Background: an optimization exercise with open tools, aiming at small area. Do not read the settings as production practice. In this exercise RTL edits were held to simulation tests only and were not proved equivalent to the original. In runs 1 and 2 the design's own scripts or RTL, not TritonCTS, make the clock network. The clock port is modelled as an ideal driver, which makes a skipped or thinned clock tree look cheaper than it is; a real chip needs a root buffer or a tree. Power and IR drop assume default switching activity.

<file path="flow/cts_single.tcl">
# Sourced by ORFS cts.tcl before CTS (PRE_CTS_TCL). The design has only a
# couple of dozen flip-flops, so instead of CTS's two-level tree one
# clkbuf_16, placed at the centre of the flip-flops, drives every clock sink.
# The clock port drives only this buffer.
rename clock_tree_synthesis orfs_clock_tree_synthesis
proc clock_tree_synthesis { args } {
  set block [ord::get_db_block]
  set clk_net [$block findNet clk100MHZ]
  set sx 0
  set sy 0
  set n 0
  foreach iterm [$clk_net getITerms] {
    set bb [[$iterm getInst] getBBox]
    set sx [expr { $sx + ([$bb xMin] + [$bb xMax]) / 2 }]
    set sy [expr { $sy + ([$bb yMin] + [$bb yMax]) / 2 }]
    incr n
  }
  set dbu [$block getDbUnitsPerMicron]
  set x [expr { double($sx) / $n / $dbu }]
  set y [expr { double($sy) / $n / $dbu }]
  puts "Single clock buffer for $n clock sinks at ($x, $y)"
  insert_buffer -buffer_cell sky130_fd_sc_hd__clkbuf_16 -net clk100MHZ \
    -location [list $x $y] -buffer_name clkbuf_root -net_name clk_root
}
</file>
<file path="flow/abc_5.script">
strash
dc2
&get -n
&deepsyn -J 100 -S 5 -T 100
&deepsyn -J 100 -S 15 -T 100
&put
strash
dch -f
map -a
mfs2
strash
dch -f
map -a
topo
</file>
<file path="standard.sh">
#!/bin/bash
# synth_recipe.tcl (not shown) runs the flow's synth.tcl, then flattens the netlist and writes it again
# the make line also repeats each setting of config.mk as NAME=value (left out here)
make -C /OpenROAD-flow-scripts/flow DESIGN_CONFIG=/design/flow/config.mk WORK_HOME=/design/flow/orfs CLKGATE_MAP_FILE= SYNTH_SCRIPT=/design/flow/synth_recipe.tcl "${@:-finish}"
</file>
<file path="flow/abc_3.script">
strash
dc2
&get -n
&deepsyn -J 100 -S 3 -T 100
&deepsyn -J 100 -S 13 -T 100
&put
strash
dch -f
map -a
mfs2
strash
dch -f
amap
topo
</file>
<file path="flow/abc_6.script">
strash
dc2
&get -n
&deepsyn -J 100 -S 6 -T 100
&deepsyn -J 100 -S 16 -T 100
&put
strash
dch -f
map -a
mfs2
strash
dch -f
map -a
topo
</file>
<file path="constraint.sdc">
create_clock -name core_clock -period 10.0 [get_ports {clk100MHZ}]
set_input_delay 2.0000 -clock core_clock [delete_from_list [all_inputs] [get_ports {clk100MHZ}]]
set_output_delay 2.0000 -clock core_clock [all_outputs]
set_load 0.01 [all_outputs]
</file>
<file path="flow/abc_2.script">
strash
dc2
&get -n
&deepsyn -J 100 -S 2 -T 100
&deepsyn -J 100 -S 12 -T 100
&put
strash
dch -f
map -a
mfs2
strash
dch -f
amap
topo
</file>
<file path="flow/run.sh">
#!/bin/bash
# Own layout flow: the standard ORFS flow (standard.sh) with these changes.
#  - Synthesis skips the full/half-adder extraction step (ADDER_MAP_FILE empty)
#    and replaces ORFS's single ABC call (synth.tcl) with abc_best.tcl: ABC runs
#    once with each abc_*.script here and the smallest mapping is kept.
#    This uses a copy of the ORFS scripts folder with that one line changed.
#  - Ports are buffered with the smallest buffer, sky130_fd_sc_hd__buf_1.
#  - In place of CTS's tree, one clkbuf_16 drives all flip-flop clock pins
#    (cts_single.tcl, sourced through the PRE_CTS_TCL hook of cts.tcl).
# Floorplan, power grid, tap cells, placement, routing and the rest are the
# standard flow. Each ORFS step logs to orfs/logs; make's output is in
# make_synth.log and make_finish.log.
set -euo pipefail
HERE=$(pwd)
rm -rf "$HERE/scripts_local"
cp -r "$FLOW_HOME/scripts" "$HERE/scripts_local"
python3 - "$HERE/scripts_local/synth.tcl" <<'PY'
import sys
p = sys.argv[1]
s = open(p).read()
old = "  log_cmd abc {*}$abc_args\n"
assert s.count(old) == 1
s = s.replace(old, "  source $::env(ABC_SCRIPT_DIR)/abc_best.tcl\n")
open(p, "w").write(s)
PY
export ABC_SCRIPT_DIR="$HERE/flow"
export ADDER_MAP_FILE=
export ABC_AREA=1
export BUFFER_PORTS_ARGS="-buffer_cell sky130_fd_sc_hd__buf_1"
export PRE_CTS_TCL="$HERE/flow/cts_single.tcl"
bash standard.sh SCRIPTS_DIR="$HERE/scripts_local" synth > "$HERE/make_synth.log" 2>&1
bash standard.sh finish > "$HERE/make_finish.log" 2>&1
</file>
<file path="config.mk">
export PLATFORM = sky130hd
export DESIGN_NAME = main
export DESIGN_NICKNAME = main
export VERILOG_FILES = /design/flow/design.v
export SDC_FILE = /design/flow/constraint.sdc
export NUM_CORES = 4
export LEC_CHECK = 0
export CAP_MARGIN = 20
export CORE_MARGIN = 2
export CORE_UTILIZATION = 40
export SLEW_MARGIN = 20
</file>
<file path="flow/abc_4.script">
strash
dc2
&get -n
&deepsyn -J 100 -S 4 -T 100
&deepsyn -J 100 -S 14 -T 100
&put
strash
dch -f
map -a
mfs2
strash
dch -f
amap
topo
</file>
<file path="flow/abc_best.tcl">
# Replaces the single ABC call of ORFS synth.tcl: run ABC once with each
# abc_*.script in the flow folder and keep the mapping with the smallest area.
set abc_rest [lrange $abc_args 2 end]
design -save pre_abc
set best_area ""
set best_script ""
foreach script [lsort [glob $::env(ABC_SCRIPT_DIR)/abc_*.script]] {
  design -load pre_abc
  log_cmd abc -script $script {*}$abc_rest
  opt_clean
  set st [tee -q -s result.string stat {*}$lib_args]
  if { [regexp {Chip area for module '[^']*': ([0-9.]+)} $st -> area] } {
    puts "ABC script $script: area $area"
    if { $best_area eq "" || $area < $best_area } {
      set best_area $area
      set best_script $script
      design -save best_abc
    }
  }
}
design -load best_abc
puts "Best ABC script: $best_script, area $best_area"
</file>
<file path="design.v">
`timescale 1ns / 1ps
module main(
    input           power,
    input           clk100MHZ,
    input           rst,
    input           insert,
    input [1:0]     coin_val,
    input [1:0]     drink_op,
    input           cancel_flag,
    output          hold_ind,
    output          drink_1_ind,
    output          drink_2_ind,
    output          drinktk_ind,
    output          charge_ind,
    output          power_ind,
    output reg [7:0] AN,
    output reg [7:0] SEG,
    output wire      clk_1HZ
);
    localparam s0 = 3'd0, s1 = 3'd1, s2 = 3'd2, s3 = 3'd3, s4 = 3'd6, s5 = 3'd7;
    reg [2:0] num;
    reg [2:0] p, p_n;
    reg [2:0] state;
    reg [5:0] coin_sum;
    reg       prev_hold;
    reg [1:0] prev_tens;
    reg [3:0] u;
    wire u_wrap = (u == 4'd9);
    wire u_four = (u == 4'd4);
    wire u_hi   = (u >= 4'd5);
    always @(posedge clk100MHZ)
        if (rst) u <= 4'd5;
        else u <= u_wrap ? 4'd0 : u + 4'd1;
    always @(*) begin
        p_n = 3'd0;
        case (p)
            3'd0: p_n = 3'd1;
            3'd1: p_n = 3'd2;
            3'd2: p_n = 3'd3;
            3'd3: p_n = 3'd4;
            3'd4: p_n = 3'd0;
            default: ;
        endcase
    end
    wire p_zero = (p == 3'd0);
    wire tick   = u_four && p_zero;
    wire fsm_en = tick && (num[1:0] == 2'd2);
    always @(posedge clk100MHZ) begin
        if (rst) begin
            num <= 3'd0;
            p <= 3'd0;
        end else if (u_wrap) begin
            num <= num + 3'd1;
            p <= p_n;
        end
    end
    reg clk_c;
    assign clk_1HZ = clk_c;
    always @(*) begin
        case ({num[1:0], p, u_hi})
            {2'd0, 3'd0, 1'b0}: clk_c = 1'b1;
            {2'd0, 3'd0, 1'b1}: clk_c = 1'b0;
            {2'd1, 3'd1, 1'b0}: clk_c = 1'b0;
            {2'd1, 3'd1, 1'b1}: clk_c = 1'b0;
            {2'd2, 3'd2, 1'b0}: clk_c = 1'b0;
            {2'd2, 3'd2, 1'b1}: clk_c = 1'b0;
            {2'd3, 3'd3, 1'b0}: clk_c = 1'b0;
            {2'd3, 3'd3, 1'b1}: clk_c = 1'b0;
            {2'd0, 3'd4, 1'b0}: clk_c = 1'b0;
            {2'd0, 3'd4, 1'b1}: clk_c = 1'b0;
            {2'd1, 3'd0, 1'b0}: clk_c = 1'b0;
            {2'd1, 3'd0, 1'b1}: clk_c = 1'b0;
            {2'd2, 3'd1, 1'b0}: clk_c = 1'b0;
            {2'd2, 3'd1, 1'b1}: clk_c = 1'b0;
            {2'd3, 3'd2, 1'b0}: clk_c = 1'b0;
            {2'd3, 3'd2, 1'b1}: clk_c = 1'b0;
            {2'd0, 3'd3, 1'b0}: clk_c = 1'b0;
            {2'd0, 3'd3, 1'b1}: clk_c = 1'b0;
            {2'd1, 3'd4, 1'b0}: clk_c = 1'b0;
            {2'd1, 3'd4, 1'b1}: clk_c = 1'b0;
            {2'd2, 3'd0, 1'b0}: clk_c = 1'b0;
            {2'd2, 3'd0, 1'b1}: clk_c = 1'b1;
            {2'd3, 3'd1, 1'b0}: clk_c = 1'b1;
            {2'd3, 3'd1, 1'b1}: clk_c = 1'b1;
            {2'd0, 3'd2, 1'b0}: clk_c = 1'b1;
            {2'd0, 3'd2, 1'b1}: clk_c = 1'b1;
            {2'd1, 3'd3, 1'b0}: clk_c = 1'b1;
            {2'd1, 3'd3, 1'b1}: clk_c = 1'b1;
            {2'd2, 3'd4, 1'b0}: clk_c = 1'b1;
            {2'd2, 3'd4, 1'b1}: clk_c = 1'b1;
            {2'd3, 3'd0, 1'b0}: clk_c = 1'b1;
            {2'd3, 3'd0, 1'b1}: clk_c = 1'b1;
            {2'd0, 3'd1, 1'b0}: clk_c = 1'b1;
            {2'd0, 3'd1, 1'b1}: clk_c = 1'b1;
            {2'd1, 3'd2, 1'b0}: clk_c = 1'b1;
            {2'd1, 3'd2, 1'b1}: clk_c = 1'b1;
            {2'd2, 3'd3, 1'b0}: clk_c = 1'b1;
            {2'd2, 3'd3, 1'b1}: clk_c = 1'b1;
            {2'd3, 3'd4, 1'b0}: clk_c = 1'b1;
            {2'd3, 3'd4, 1'b1}: clk_c = 1'b1;
            default: clk_c = 1'b0;
        endcase
    end
    wire ge5  = coin_sum >= 6'd5;
    wire ge10 = coin_sum >= 6'd10;
    wire gt40 = coin_sum > 6'd40;
    assign hold_ind    = state != s0;
    assign drinktk_ind = state == s4;
    assign charge_ind  = state == s5;
    assign drink_1_ind = ge5;
    assign drink_2_ind = ge10;
    assign power_ind   = power;
    reg [5:0] sum_next;
    reg [2:0] state_next;
    always @(*) begin
        sum_next = coin_sum;
        if (!power)
            sum_next = 6'd0;
        else if (insert) begin
            if (coin_val == 2'b01 && coin_sum <= 6'd38)
                sum_next = coin_sum + 6'd2;
            else if (coin_val == 2'b10 && coin_sum <= 6'd20)
                sum_next = coin_sum + 6'd20;
        end else begin
            case (state)
                s2: if (drink_op == 2'd1) sum_next = coin_sum - 6'd5;
                s3: if (drink_op == 2'd1) sum_next = coin_sum - 6'd5;
                    else if (drink_op == 2'd2) sum_next = coin_sum - 6'd10;
                s5: sum_next = 6'd0;
                default: ;
            endcase
        end
        state_next = state;
        if (power) begin
            case (state)
                s0: if (coin_sum != 6'd0) begin
                        if (!ge5) state_next = s1;
                        else if (!gt40) state_next = s3;
                        else state_next = s0;
                    end
                s1: if (cancel_flag) state_next = (coin_sum != 6'd0) ? s5 : s0;
                    else if (ge5) begin
                        if (!ge10) state_next = s2;
                        else if (!gt40) state_next = s3;
                    end
                s2: if (cancel_flag) state_next = s5;
                    else if (drink_op == 2'd1) state_next = s4;
                    else if (ge10) state_next = s3;
                s3: if (cancel_flag) state_next = s5;
                    else if (drink_op == 2'd1 || drink_op == 2'd2) state_next = s4;
                s4: state_next = !ge5 ? s1 : !ge10 ? s2 : s3;
                default: state_next = s0;
            endcase
        end else
            state_next = (state == s0 || state == s5) ? s0 : s5;
    end
    always @(posedge clk100MHZ) begin
        if (rst) begin
            state <= s0;
            coin_sum <= 6'd0;
        end else if (fsm_en) begin
            state <= state_next;
            coin_sum <= sum_next;
        end
    end
    wire [4:0] yuan = coin_sum[5:1];
    reg  [3:0] ones;
    reg  [1:0] tens;
    always @(*) begin
        if (yuan >= 5'd30)      begin tens = 2'd3; ones = yuan - 5'd30; end
        else if (yuan >= 5'd20) begin tens = 2'd2; ones = yuan - 5'd20; end
        else if (yuan >= 5'd10) begin tens = 2'd1; ones = yuan - 5'd10; end
        else                    begin tens = 2'd0; ones = yuan[3:0]; end
    end
    always @(posedge clk100MHZ) begin
        prev_hold <= rst | hold_ind;
        prev_tens <= tens;
    end
    always @(*) begin
        case (num)
            3'd0: AN = 8'b11111110;
            3'd1: AN = 8'b11111101;
            3'd2: AN = 8'b11111011;
            3'd3: AN = 8'b11110111;
            3'd4: AN = 8'b11101111;
            3'd5: AN = 8'b11011111;
            3'd6: AN = 8'b10111111;
            default: AN = 8'b01111111;
        endcase
    end
    reg [4:0] code;
    always @(*) begin
        code = 5'b11111;
        if (prev_hold) begin
            case (num)
                3'd0: code = {2'b00, coin_sum[0], 1'b0, coin_sum[0]};
                3'd1: code = {1'b1, ones};
                3'd2: code = {3'b000, prev_tens};
                default: ;
            endcase
        end else begin
            case (num)
                3'd3: code = 5'b01101;
                3'd4: code = 5'b01100;
                3'd5: code = 5'b01100;
                3'd6: code = 5'b01011;
                3'd7: code = 5'b01010;
                default: ;
            endcase
        end
    end
    always @(*) begin
        if (!power)
            SEG = 8'b1111_1111;
        else case (code)
            5'b00000: SEG = 8'b000_0001_1;
            5'b00001: SEG = 8'b100_1111_1;
            5'b00010: SEG = 8'b001_0010_1;
            5'b00011: SEG = 8'b000_0110_1;
            5'b00100: SEG = 8'b100_1100_1;
            5'b00101: SEG = 8'b010_0100_1;
            5'b00110: SEG = 8'b010_0000_1;
            5'b00111: SEG = 8'b000_1111_1;
            5'b01000: SEG = 8'b000_0000_1;
            5'b01001: SEG = 8'b000_1100_1;
            5'b10000: SEG = 8'b000_0001_0;
            5'b10001: SEG = 8'b100_1111_0;
            5'b10010: SEG = 8'b001_0010_0;
            5'b10011: SEG = 8'b000_0110_0;
            5'b10100: SEG = 8'b100_1100_0;
            5'b10101: SEG = 8'b010_0100_0;
            5'b10110: SEG = 8'b010_0000_0;
            5'b10111: SEG = 8'b000_1111_0;
            5'b11000: SEG = 8'b000_0000_0;
            5'b11001: SEG = 8'b000_1100_0;
            5'b01010: SEG = 8'b100_1000_1;
            5'b01011: SEG = 8'b011_0000_1;
            5'b01100: SEG = 8'b111_0001_1;
            5'b01101: SEG = 8'b000_0001_1;
            default:  SEG = 8'b111_1111_1;
        endcase
    end
endmodule
</file>
<file path="flow/abc_1.script">
strash
dc2
&get -n
&deepsyn -J 100 -S 1 -T 100
&deepsyn -J 100 -S 11 -T 100
&put
strash
dch -f
map -a
mfs2
strash
dch -f
amap
topo
</file>
==> run_results.csv, run 1 <==
group,metric,value,unit
cells_and_area,fillers,370,
synth,yosysSeqAreaShare,31.46,%
placed_design,dp_hpwl,2.919,mm
cells_and_area,nets,262,
worst_setup_path,crit_type,"primary input to output port",
placed_design,io_buffers,31,
synth,synthArstFlopShare,0,%
floorplanning,core-area,3337,µm²
worst_hold_path,hp-class,"register to register",
global_routing,antenna_found_initial,0,
run,drv_cap,0,
timing,rsz0062_at_grt,"false",
placed_design,dp.cells,296,
route,drtIter0Drc,66,
synth,syn-num-nets,229,
synth,synth_area_leaders,"dfxtp_1 (31%), nor2_1 (10%), o21ai_0 (8.9%)",
route,firstDrtPassIters,4,
clock_network,post_cts_buffers,0,
route,dr_total_vias,1588,
worst_setup_path,slowest_stage,"a21oi_1",
worst_setup_path,critPathCaptureType,"output port",
timing,finalHoldViolCount,0,
synth,synth-seq-cells,22,
synth,ys.flop_type,"dfxtp_1",
worst_setup_path,path_delay_family,"compound AO/OA/AOI/OAI gates",
route,drtAntennaViolNets,0,
synth,synth_edf_count,0,
synth,synth_largest_area_cell,"dfxtp_1",
timing,max_freq,0.1834,GHz
global_routing,globalRouteTotalUtil,18.52,%
synth,syn_area,1400,µm²
placed_design,gp_congestion,0.8884,
worst_setup_path,cp-start-kind,"primary input",
route,vias_per_cell,5.347,
timing,finalSetupViolCount,0,
clock_network,clock_latency,0.15,ns
worst_setup_path,slowest_delay,0.30,ns
floorplanning,die_area,3989,µm²
timing,maxSlewHeadroom,49.17,%
timing,tightestPinTransition,0.7545,ns
cells_and_area,fin_area,1592,µm²
floorplanning,start_util,41.96,%
timing,fin_crit_sh,54.53,%
cells_and_area,final_layout_size_suffix_gt1_share,0.3984,%
route,routedWlPerCell,12.10,µm
clock_network,ctsHoldBuffers,0,
floorplanning,die_y,63.16,µm
cells_and_area,area_growth,13.67,%
synth,syn_inst,220,
floorplanning,ios,32,
cells_and_area,fin_util,47.69,%
global_routing,first_global_vias,1467,
route,wirelength,3.594,mm
synth,synth_warnings,1,
cells_and_area,fin_cells,297,
global_routing,grt_pass1_wl,6.368,mm
clock_network,ctsResizeCount,0,
cells_and_area,diodes,0,
synth,syn_area_per_cell,6.364,µm²
power_and_ir_drop,power.leakage,0.0005090,µW
synth,yosysTopAreaCellShare,31.46,%
worst_setup_path,crit_fanout,5,
floorplanning,rows,21,
worst_setup_path,worstPathCellList,"buf_1, o21ai_0, a21oi_1, clkinv_1, nor2_1, nand3_1, o21ai_0, buf_1",
floorplanning,die_w,63.16,µm
power_and_ir_drop,ir_worst_vdd,0.07150,mV
power_and_ir_drop,power.density,118.2,nW/µm²
timing,setup_tns,0,ns
timing,min_period,5.453,ns
cells_and_area,regArea,440.4,µm²
cells_and_area,multi_input_area,832.0,µm²
clock_network,clk_pin_slew,0.09,ns
timing,hold_slack,0.4224,ns
worst_setup_path,cp.arrival,3.45,ns
global_routing,grt-ovfl-total,0,
synth,yosys.cell_types.count,26,
placed_design,placed_cell_area,1567,µm²
worst_setup_path,cp_data_required_time,8.00,ns
status,status,"no timing/DRC/antenna violations",
global_routing,grt_max_degree,23,
worst_setup_path,critPathBufInv,3,
timing,fin_skew,0.001867,ns
route,drc,0,
timing,drv_slew,0,
## worst paths after layout
check                                    startpoint                        to  slack (ns)  cells after the start
worst max-delay path                          power                    SEG[6]        4.55                      8
worst min-delay path                u[0]$_SDFF_PP1_           u[0]$_SDFF_PP1_        0.42                      1
worst max register to register  num[1]$_SDFFE_PP0P_  coin_sum[5]$_SDFFE_PP0P_        6.80                     11
worst min register to register      u[0]$_SDFF_PP1_           u[0]$_SDFF_PP1_        0.42                      1
## kinds of logic (layout without fill, tap and decap cells)
family | Yosys count | after routing | synth area share, %
AO/OA/AOI/OAI | 74 | 74 | 31.46
flip-flops | 22 | 22 | 31.46
AND/OR/NAND/NOR | 91 | 91 | 27.97
buffers and inverters | 33 | 64 | 9.116
## registers in the layout, summed over array words and instances, names as in the netlist
signal     cells
num            3
prev_hold      1
coin_sum       6
p              3
prev_tens      2
state          3
u              4
## cell usage after synthesis (all sizes together), types with 2 or more instances
cell    instances
or3             2
nand2          22
nand3          10
nor2           38
o32ai           2
nand4           2
nor4            2
a31oi           2
o21a            2
o21ai          25
a211oi          7
nor3           12
o31ai           2
a21oi          19
dfxtp          22
clkinv         32
o22ai           9
or2             2
## metrics by stage
step	power [µW]	setup WS, ns
after floorplan	132.9	4.909
after global placement	148.4	4.622
after detailed placement	148.4	4.546
after CTS	179.9	4.546
after global routing	202.2	4.316
final	188.0	4.547
## area by class of cell, clock buffers not listed
class | instances | share of cell area (%)
repair buffers | 31 | 7.311
flip-flops and latches | 22 | 27.67
well taps | 46 | 3.616
multi-input cells | 165 | 52.28
inverters | 32 | 7.547
## layer usage
metal	wire length (µm)	up-vias	GRT usage, %
met3	265	2	1.250
met5	0	-	0
li1	-	848	-
met2	1517	59	31.52
met1	1797	679	26.13
met4	13	0	2.778
## report_power, final
part,internal [µW],switching (µW)
clock,18.3,23.4
sequential,91.1,3.99
combinational,17.0,34.3
## placed cells by master, fill, tap and decap left out
cell,count
o211ai_1,1
o21ai_0,25
o32ai_1,2
nand4_1,2
a22oi_1,1
dfxtp_1,22
nor4_1,2
a221oi_1,1
clkbuf_16,1
o31ai_1,2
or2_0,2
o22ai_1,9
nand2_1,22
o31a_1,1
clkinv_1,32
a31oi_1,2
a211oi_1,7
nor2b_1,1
or3_1,2
nor3_1,12
buf_1,31
o221ai_1,1
nand3_1,10
o21a_1,2
a311o_1,1
nor2_1,38
a21oi_1,19
==> run 2: changes to the inputs <==
--- a/design.v
+++ b/design.v
@@ -17,20 +17,20 @@
     output reg [7:0] SEG,
     output wire      clk_1HZ
 );
-    localparam s0 = 3'd0, s1 = 3'd1, s2 = 3'd2, s3 = 3'd3, s4 = 3'd6, s5 = 3'd7;
+    localparam s0 = 3'd0, s1 = 3'd1, s2 = 3'd3, s3 = 3'd2, s4 = 3'd4, s5 = 3'd5;
     reg [2:0] num;
     reg [2:0] p, p_n;
     reg [2:0] state;
     reg [5:0] coin_sum;
     reg       prev_hold;
     reg [1:0] prev_tens;
-    reg [3:0] u;
-    wire u_wrap = (u == 4'd9);
-    wire u_four = (u == 4'd4);
-    wire u_hi   = (u >= 4'd5);
+    reg [4:0] u;
+    wire u_wrap = u[4] & ~u[3];      
+    wire u_four = ~u[4] & u[3];      
+    wire u_hi   = u[4];              
     always @(posedge clk100MHZ)
-        if (rst) u <= 4'd5;
-        else u <= u_wrap ? 4'd0 : u + 4'd1;
+        if (rst) u <= 5'b11111;
+        else u <= {u[3:0], ~u[4]};
     always @(*) begin
         p_n = 3'd0;
         case (p)
==> flow/abc_10.script (new file) <==
strash
dc2
&get -n
&deepsyn -J 100 -S 10 -T 100
&deepsyn -J 100 -S 20 -T 100
&put
strash
dch -f
map -a
mfs2
strash
dch -f
map -a
topo
==> flow/abc_7.script (new file) <==
strash
dc2
&get -n
&deepsyn -J 100 -S 7 -T 100
&deepsyn -J 100 -S 17 -T 100
&put
strash
dch -f
map -a
mfs2
strash
dch -f
amap
topo
==> flow/abc_8.script (new file) <==
strash
dc2
&get -n
&deepsyn -J 100 -S 8 -T 100
&deepsyn -J 100 -S 18 -T 100
&put
strash
dch -f
map -a
mfs2
strash
dch -f
amap
topo
==> flow/abc_9.script (new file) <==
strash
dc2
&get -n
&deepsyn -J 100 -S 9 -T 100
&deepsyn -J 100 -S 19 -T 100
&put
strash
dch -f
map -a
mfs2
strash
dch -f
amap
topo
==> run_results.csv, run 2 <==
group,metric,value,unit
status,status,"no timing/DRC/antenna violations",
synth,syn_area_per_cell,6.643,µm²
floorplanning,die_w,62.63,µm
power_and_ir_drop,ir_worst_vdd,0.06289,mV
timing,drv_slew,0,
timing,maxSlewHeadroom,49.16,%
synth,synth_warnings,1,
worst_setup_path,cp.arrival,3.21,ns
synth,synthArstFlopShare,0,%
synth,syn_inst,207,
cells_and_area,top_register,"coin_sum",
placed_design,placed_cell_area,1541,µm²
synth,synth_edf_count,0,
synth,synth_area_leaders,"dfxtp_1 (33%), nor2_1 (11%), clkinv_1 (7.6%)",
route,wirelength,3.432,mm
timing,min_period,5.212,ns
global_routing,globalRouteTotalUtil,17.37,%
placed_design,io_buffers,31,
cells_and_area,final_layout_size_suffix_gt1_share,0.4202,%
worst_setup_path,worstPathCellList,"buf_1, o21ai_0, a31oi_1, o21a_1, nor2_1, a21oi_1, nand2_1, nand2_1, buf_1",
global_routing,antenna_found_initial,0,
power_and_ir_drop,p_int,117.4,µW
power_and_ir_drop,power_frac_clock,28.6,%
worst_setup_path,crit_type,"primary input to output port",
synth,yosys.cell_types.count,25,
floorplanning,core-area,3311,µm²
route,firstDrtPassIters,4,
power_and_ir_drop,swShare,24.71,%
worst_setup_path,crit_fanout,3,
global_routing,grt_pass1_wl,5.899,mm
worst_setup_path,critPathLaunch,"power",
timing,rsz0062_at_grt,"false",
worst_setup_path,slowest_delay,0.24,ns
clock_network,clock_latency,0.16,ns
synth,ys.flop_type,"dfxtp_1",
timing,finalHoldViolCount,0,
worst_setup_path,slowest_stage,"a31oi_1",
clock_network,ctsHoldBuffers,0,
worst_setup_path,rr_startpoint,"num[0]$_SDFFE_PP0P_",
cells_and_area,nets,249,
cells_and_area,final_cell_mix,"nor2_1 (40), buf_1 (31), clkinv_1 (28), dfxtp_1 (23), nand2_1 (22)",
route,routedWlPerCell,12.08,µm
global_routing,grt_max_degree,24,
timing,tightestPinTransition,0.7546,ns
timing,fin_crit_sh,52.12,%
synth,yosysSeqAreaShare,33.48,%
worst_setup_path,endpoint,"SEG[6]",
cells_and_area,fin_area,1567,µm²
synth,synth.most_common_cell,"nor2_1",
placed_design,gp_congestion,0.8358,
cells_and_area,reg.largest.list,"coin_sum (6), u (5)",
floorplanning,die_y,62.63,µm
route,drc,0,
floorplanning,rows,21,
placed_design,dp_hpwl,2.723,mm
cells_and_area,largest_register_ffs,6,
clock_network,ctsResizeCount,0,
power_and_ir_drop,sequentialPowerShare,60.2,%
worst_setup_path,ff2ff_setup_slack,6.72,ns
synth,syn-num-nets,216,
synth,yosysTopAreaCellShare,33.48,%
clock_network,post_cts_buffers,0,
timing,fin_skew,0.002644,ns
worst_setup_path,cp_data_required_time,8.00,ns
cells_and_area,area_growth,13.92,%
route,drtIter0Drc,94,
worst_setup_path,r2r_end,"coin_sum[5]$_SDFFE_PP0P_",
worst_setup_path,cp-start-kind,"primary input",
route,drtAntennaViolNets,0,
cells_and_area,diodes,0,
floorplanning,start_util,41.53,%
floorplanning,die_area,3923,µm²
route,vias_per_cell,5.254,
worst_setup_path,critPathCaptureType,"output port",
power_and_ir_drop,pwr-share-comb,11.2,%
route,dr_total_vias,1492,
timing,max_freq,0.1919,GHz
global_routing,grt-ovfl-total,0,
run,drv_cap,0,
timing,finalSetupViolCount,0,
power_and_ir_drop,net-switching-power,38.51,µW
worst_hold_path,hp-class,"register to register",
cells_and_area,final_common_cell,"nor2_1",
worst_setup_path,reg2reg_depth,13,
timing,setup_tns,0,ns
clock_network,clk_pin_slew,0.10,ns
synth,synth_common_cells,"nor2_1 (40), clkinv_1 (28), dfxtp_1 (23), nand2_1 (22)",
synth,syn_area,1375,µm²
synth,synth_largest_area_cell,"dfxtp_1",
floorplanning,ios,32,
power_and_ir_drop,power.leakage,0.0005060,µW
global_routing,first_global_vias,1323,
power_and_ir_drop,power.density,99.50,nW/µm²
synth,synth-seq-cells,23,
-- run 2: cell types whose count changed after synthesis, sizes merged, moves of 3 or more --
cell	previous run	this run
o21ai	25	12
a21oi	19	12
clkinv	32	28
o22ai	9	5
or2	2	6
a211oi	7	10
-- run 2: critical path, delay by kind of cell --
family                 cells  cell delay [ns]
buffers and inverters      2             0.27
AOI/OAI and AO/OA          4             0.74
and+or+nand+nor            3             0.20
-- run 2: worst min path at each step --
stage | startpoint | endpoint | slack [ns] | depth (start not counted)
detailed placement | u[0]$_SDFF_PP1_ | u[1]$_SDFF_PP1_ | 0.41 | 1
floorplan | u[4]$_SDFF_PP1_ | u[0]$_SDFF_PP1_ | 0.38 | 1
finish | u[0]$_SDFF_PP1_ | u[1]$_SDFF_PP1_ | 0.43 | 1
global placement | u[0]$_SDFF_PP1_ | u[1]$_SDFF_PP1_ | 0.40 | 1
global route | u[0]$_SDFF_PP1_ | u[1]$_SDFF_PP1_ | 0.44 | 1
CTS | u[0]$_SDFF_PP1_ | u[1]$_SDFF_PP1_ | 0.41 | 1
-- run 2: area by class of cell, clock buffers not listed --
class	count	area (µm²)
Timing Repair Buffer	31	116.4
Inverter	28	105.1
Sequential cell	23	460.4
Tap cell	46	57.56
Fill cell	370	1744
Multi-Input combinational cell	155	802.0
-- run 2: logic make-up (layout without fill, tap and decap cells) --
group                  Yosys count  after routing  synth area share [%]
AND/OR/NAND/NOR                 96             96                 30.39
AO/OA/AOI/OAI                   59             59                 27.94
buffers and inverters           29             60                 8.189
flip-flops                      23             23                 33.48
-- run 2: through the flow --
| step | hold slack (ns) | util [%] | setup WS (ns) | std cells | power, µW |
|---|---|---|---|---|---|
| detailed placement | 0.4133 | 46.56 | 4.826 | 283 | 113.4 |
| CTS | 0.4133 | 47.32 | 4.818 | 284 | 145.4 |
| global route | 0.4434 | 47.32 | 4.671 | 284 | 161.9 |
| global placement | 0.3968 | 46.56 | 4.893 | 283 | 113.4 |
| floorplan | 0.3796 | - | 5.220 | 207 | 107.1 |
| finish | 0.4306 | 47.32 | 4.788 | 284 | 155.9 |
-- run 2: power groups by stage --
stage | combinational [µW] | sequential (µW) | clock, µW
after floorplan | 11.5 | 95.6 | 0
after global placement | 17.5 | 95.9 | 0
after detailed placement | 17.5 | 96.0 | 0
after CTS | 17.5 | 96.0 | 31.9
after global routing | 19.7 | 94.0 | 48.2
final | 17.5 | 93.8 | 44.6
-- run 2: metal layers --
| metal | wire (µm) | up-vias | track usage, % |
|---|---|---|---|
| li1 | - | 789 | - |
| met1 | 1761 | 648 | 24.83 |
| met2 | 1447 | 53 | 29.97 |
| met3 | 203 | 2 | 1.261 |
| met4 | 21 | 0 | 1.111 |
| met5 | 0 | - | 0 |
==> run 3: changes to the inputs <==
--- a/flow/cts_single.tcl
+++ b/flow/cts_single.tcl
@@ -19,6 +19,6 @@
   set x [expr { double($sx) / $n / $dbu }]
   set y [expr { double($sy) / $n / $dbu }]
   puts "Single clock buffer for $n clock sinks at ($x, $y)"
-  insert_buffer -buffer_cell sky130_fd_sc_hd__clkbuf_16 -net clk100MHZ \
+  insert_buffer -buffer_cell sky130_fd_sc_hd__clkbuf_8 -net clk100MHZ \
     -location [list $x $y] -buffer_name clkbuf_root -net_name clk_root
 }
--- a/config.mk
+++ b/config.mk
@@ -7,5 +7,6 @@
 export LEC_CHECK = 0
 export CAP_MARGIN = 20
 export CORE_MARGIN = 2
-export CORE_UTILIZATION = 40
+export CORE_UTILIZATION = 85
+export PLACE_DENSITY = 0.95
 export SLEW_MARGIN = 20
==> run_results.csv, run 3 <==
group,metric,value,unit
status,status,"aborted with a tool error",
status,stop_stage,"global placement without I/O",
status,stop_error,"[ERROR GPL-0301] Utilization 107.974 % exceeds 100%.",
synth,syn-num-nets,216,
synth,synth.most_common_cell,"nor2_1",
synth,synthArstFlopShare,0,%
synth,synth_largest_area_cell,"dfxtp_1",
synth,synth_warnings,1,
synth,ys.flop_type,"dfxtp_1",
synth,syn_area_per_cell,6.643,µm²
floorplanning,die_y,44.22,µm
synth,syn_area,1375,µm²
synth,synth_edf_count,0,
floorplanning,die_w,44.22,µm
synth,yosysTopAreaCellShare,33.48,%
synth,synth_common_cells,"nor2_1 (40), clkinv_1 (28), dfxtp_1 (23), nand2_1 (22)",
synth,synth_area_leaders,"dfxtp_1 (33%), nor2_1 (11%), clkinv_1 (7.6%)",
synth,yosys.cell_types.count,25,
synth,yosysSeqAreaShare,33.48,%
floorplanning,rows,14,
synth,syn_inst,207,
floorplanning,start_util,91.28,%
synth,synth-seq-cells,23,
==> run 3: cell counts after synthesis <==
Identical to the previous run, type by type.
==> run 3: kinds of logic after synthesis <==
kind of cell,after synthesis,synth area share [%]
simple gates,96,30.39
compound gates,59,27.94
buf+inv,29,8.189
flops,23,33.48

static timing again, ports no longer ideal:
The results above use ideal ports. As a check the final layouts listed here were re-extracted and re-timed, cells and wires unchanged.
Step 1 assumes that a clkbuf_16 drives the clock port and a buf_2 every other input.
Step 2 times the ports against the registers' clock, not the clock port: input delays grow and output delays shrink by t, the midpoint of the rising clock arrivals with the driver on.
Slacks: ideal / step 1 / step 2; pairs: ideal / step 1.
run	t, ns	setup WS [ns]	clock arrival spread, ns
run 1	0.181	4.547 / 4.525 / 4.525	0.002 / 0.002
run 2	0.188	4.788 / 4.765 / 4.765	0.003 / 0.002
After both steps setup and hold are still met in every run listed. The setup slack of run 2, which loses most, moves by -0.023 ns with the drivers and by -0.023 ns with both steps.
